Source: an optimization exercise on an open RTL-to-GDS flow (aim: small area, a short achievable clock period and few clock cycles). Production flows keep margins and buffers that such runs may drop.

==> flow/design.v <==
`timescale 1ns / 1ps
`default_nettype none
module gascon5_round(
    input wire [320-1:0] din,
    input wire [4-1:0] round,
    output wire [320-1:0] out,
    output wire [320-1:0] sbox
    );
wire [63:0] a0 = din[0*64+:64] ^ din[4*64+:64];
wire [63:0] a1 = din[1*64+:64];
wire [63:0] a2 = din[2*64+:64] ^ din[1*64+:64] ^ {56'd0, ~round, round};
wire [63:0] a3 = din[3*64+:64];
wire [63:0] a4 = din[4*64+:64] ^ din[3*64+:64];
wire [63:0] b0 = a0 ^ (~a1 & a2);
wire [63:0] b1 = a1 ^ (~a2 & a3);
wire [63:0] b2 = a2 ^ (~a3 & a4);
wire [63:0] b3 = a3 ^ (~a4 & a0);
wire [63:0] b4 = a4 ^ (~a0 & a1);
wire [63:0] s0 = b0 ^ b4;
wire [63:0] s1 = b1 ^ b0;
wire [63:0] s2 = ~b2;
wire [63:0] s3 = b3 ^ b2;
wire [63:0] s4 = b4;
function [63:0] birotr;
    input [63:0] v;
    input integer s;
    reg [31:0] i0, i1;
    integer s2, s3;
    begin
        i0 = v[31:0];
        i1 = v[63:32];
        s2 = s / 2;
        s3 = (s2 + 1) % 32;
        if (s % 2 == 1)
            birotr = {(i0 >> s3) | (i0 << ((32 - s3) % 32)), (i1 >> s2) | (i1 << ((32 - s2) % 32))};
        else
            birotr = {(i1 >> s2) | (i1 << ((32 - s2) % 32)), (i0 >> s2) | (i0 << ((32 - s2) % 32))};
    end
endfunction
assign sbox = {s4, s3, s2, s1, s0};
assign out[0*64+:64] = s0 ^ birotr(s0, 19) ^ birotr(s0, 28);
assign out[1*64+:64] = s1 ^ birotr(s1, 61) ^ birotr(s1, 38);
assign out[2*64+:64] = s2 ^ birotr(s2,  1) ^ birotr(s2,  6);
assign out[3*64+:64] = s3 ^ birotr(s3, 10) ^ birotr(s3, 17);
assign out[4*64+:64] = s4 ^ birotr(s4,  7) ^ birotr(s4, 40);
endmodule
module drygascon128(
    input wire clk,
    input wire clk_en,
    input wire rst,
    input wire [31:0] din,
    input wire [3:0] ds,
    input wire wr_i,
    input wire wr_c,
    input wire wr_x,
    input wire [3:0] rounds,
    input wire start,
    input wire rd_r,
    input wire rd_c,
    output reg [31:0] dout,
    output reg idle
    );
reg [319:0] c;
reg [127:0] x;
reg [127:0] r;
reg mx;         
reg [3:0] cnt;  
wire last_mix = (cnt == 4'd13);
wire mw_en = mx & ~last_mix;        
wire [9:0] d = r[9:0];
wire [319:0] mw;
genvar k;
generate for (k = 0; k < 5; k = k + 1) begin : g_mix
    assign mw[64*k+:32] = mw_en ? x[d[2*k+:2]*32+:32] : 32'd0;
    assign mw[64*k+32+:32] = 32'd0;
end endgenerate
wire [319:0] core_out;
wire [319:0] sb;
gascon5_round u_round(.din(c), .round(mx ? 4'd0 : cnt), .out(core_out), .sbox(sb));
function [63:0] birotr;
    input [63:0] v;
    input integer s;
    reg [31:0] i0, i1;
    integer s2, s3;
    begin
        i0 = v[31:0];
        i1 = v[63:32];
        s2 = s / 2;
        s3 = (s2 + 1) % 32;
        if (s % 2 == 1)
            birotr = {(i0 >> s3) | (i0 << ((32 - s3) % 32)), (i1 >> s2) | (i1 << ((32 - s2) % 32))};
        else
            birotr = {(i1 >> s2) | (i1 << ((32 - s2) % 32)), (i0 >> s2) | (i0 << ((32 - s2) % 32))};
    end
endfunction
wire keep = ~idle & ~mx;            
wire [127:0] rk = keep ? r : 128'd0;
wire [63:0] s2r1 = birotr(sb[128+:64], 1);
wire [63:0] s2r6 = birotr(sb[128+:64], 6);
wire [63:0] s3r10 = birotr(sb[192+:64], 10);
wire [63:0] s3r17 = birotr(sb[192+:64], 17);
wire [127:0] pa = {sb[128+:32] ^ s2r1[0+:32], sb[192+:64] ^ s3r10, sb[160+:32] ^ s2r1[32+:32]};
wire [127:0] pb = {s2r6[0+:32], s3r17, s2r6[32+:32]};
wire [127:0] acc_next = core_out[127:0] ^ (pa ^ (pb ^ rk));
wire go = ~idle | (start & ~mx);    
always @(posedge clk) begin
    if (clk_en) begin
        if (go)
            c <= core_out ^ mw;
        else if (wr_c | rd_c)
            c <= {wr_c ? din : c[31:0], c[319:32]};
        else if (start)
            c <= c ^ mw;
        if (wr_x)
            x <= {din, x[127:32]};
        if (go | start) begin
            if (mw_en)
                r <= {idle ? {6'd0, ds} : 10'd0, r[127:10]};
            else
                r <= acc_next;
        end else if (wr_i | rd_r)
            r <= {wr_i ? din : r[31:0], r[127:32]};
        dout <= rd_c ? c[31:0] : r[31:0];
    end
end
always @(posedge clk) begin
    if (clk_en) begin
        if (rst) begin
            idle <= 1'b1;
            mx <= 1'b0;
            cnt <= 4'd0;
        end else if (idle) begin
            if (wr_i)
                mx <= 1'b1;
            if (start && (mx || rounds != 4'd1)) begin
                idle <= 1'b0;
                cnt <= mx ? 4'd0 : 4'd1;
            end
        end else if (mx) begin
            if (last_mix) begin
                mx <= 1'b0;
                cnt <= 4'd1;
            end else
                cnt <= cnt + 4'd1;
        end else if (cnt == rounds - 4'd1) begin
            idle <= 1'b1;
            cnt <= 4'd0;
        end else
            cnt <= cnt + 4'd1;
    end
end
endmodule
`default_nettype wire
make LEC_CHECK=0 CAP_MARGIN=20 CORE_MARGIN=2 CORE_UTILIZATION=40 SETUP_SLACK_MARGIN=4.5 SLEW_MARGIN=20 finish   # period 7.5 ns
run.sh (not shown) runs the stock make flow with config.mk's settings and CLKGATE_MAP_FILE= SYNTH_SCRIPT=/design/flow/synth_recipe.tcl, a recipe that flattens the netlist after the stock synthesis.
Next try:
--- a/flow/design.v
+++ b/flow/design.v
@@ -63,13 +63,13 @@
 reg [319:0] c;
 reg [127:0] x;
 reg [127:0] r;
 reg mx;         
 reg [3:0] cnt;  
 wire last_mix = (cnt == 4'd13);
-wire mw_en = mx & ~last_mix;        
+wire mw_en = mx & ~last_mix & (~idle | start);  
 wire [9:0] d = r[9:0];
 wire [319:0] mw;
 genvar k;
 generate for (k = 0; k < 5; k = k + 1) begin : g_mix
     assign mw[64*k+:32] = mw_en ? x[d[2*k+:2]*32+:32] : 32'd0;
     assign mw[64*k+32+:32] = 32'd0;
@@ -99,30 +99,26 @@
 wire [63:0] s2r6 = birotr(sb[128+:64], 6);
 wire [63:0] s3r10 = birotr(sb[192+:64], 10);
 wire [63:0] s3r17 = birotr(sb[192+:64], 17);
 wire [127:0] pa = {sb[128+:32] ^ s2r1[0+:32], sb[192+:64] ^ s3r10, sb[160+:32] ^ s2r1[32+:32]};
 wire [127:0] pb = {s2r6[0+:32], s3r17, s2r6[32+:32]};
 wire [127:0] acc_next = core_out[127:0] ^ (pa ^ (pb ^ rk));
-wire go = ~idle | (start & ~mx);    
 always @(posedge clk) begin
     if (clk_en) begin
-        if (go)
-            c <= core_out ^ mw;
-        else if (wr_c | rd_c)
-            c <= {wr_c ? din : c[31:0], c[319:32]};
-        else if (start)
-            c <= c ^ mw;
+        if (~idle | start | wr_c | rd_c)
+            c <= ((idle & (wr_c | rd_c)) ? {wr_c ? din : c[31:0], c[319:32]} : (idle & mx) ? c : core_out) ^ mw;
         if (wr_x)
             x <= {din, x[127:32]};
-        if (go | start) begin
-            if (mw_en)
+        if (~idle | start | wr_i | rd_r) begin
+            if (idle & (wr_i | rd_r))
+                r <= {wr_i ? din : r[31:0], r[127:32]};
+            else if (mx & ~last_mix)
                 r <= {idle ? {6'd0, ds} : 10'd0, r[127:10]};
             else
                 r <= acc_next;
-        end else if (wr_i | rd_r)
-            r <= {wr_i ? din : r[31:0], r[127:32]};
+        end
         dout <= rd_c ? c[31:0] : r[31:0];
     end
 end
 always @(posedge clk) begin
     if (clk_en) begin
         if (rst) begin
Outcome: Worst setup slack is worse by 65 ps; global-route usage is about the same; via count is lower by 9.0%; count of clock-buffer cells in the layout is lower by 3; maximum frequency is lower by 2.1%; sequential share of layout area rises by 1.1 points; core utilization came out higher by 0.91 points; first-iteration DRC count climbs by 6.8%.
No functional check of the RTL was part of any run of this note.

-- re-timing with driven ports --
The results above use ideal ports. As a check the final layouts listed here were re-extracted and re-timed, cells and wires unchanged.
Step 1 sets driving cells, clkbuf_16 on the clock port and buf_2 on the other inputs (assumed; they add their load-dependent delay and slew).
Step 2 also shifts input and output timing later by t, the mid clock arrival at the registers, as if the neighbouring blocks saw the same clock.
a / b / c = ideal ports / drivers / drivers and shift; a / b = the first two.
run	shift t [ns]	slack for setup (ns)	worst setup path at the end
the first run	0.790	4.414 / 4.414 / 3.672	input to register
the second run	0.766	4.349 / 4.349 / 3.677	input to register
After both steps setup and hold are still met in every run listed. The setup slack of the first run, which loses most, moves by 0.000 ns with the drivers and by -0.742 ns with both steps.
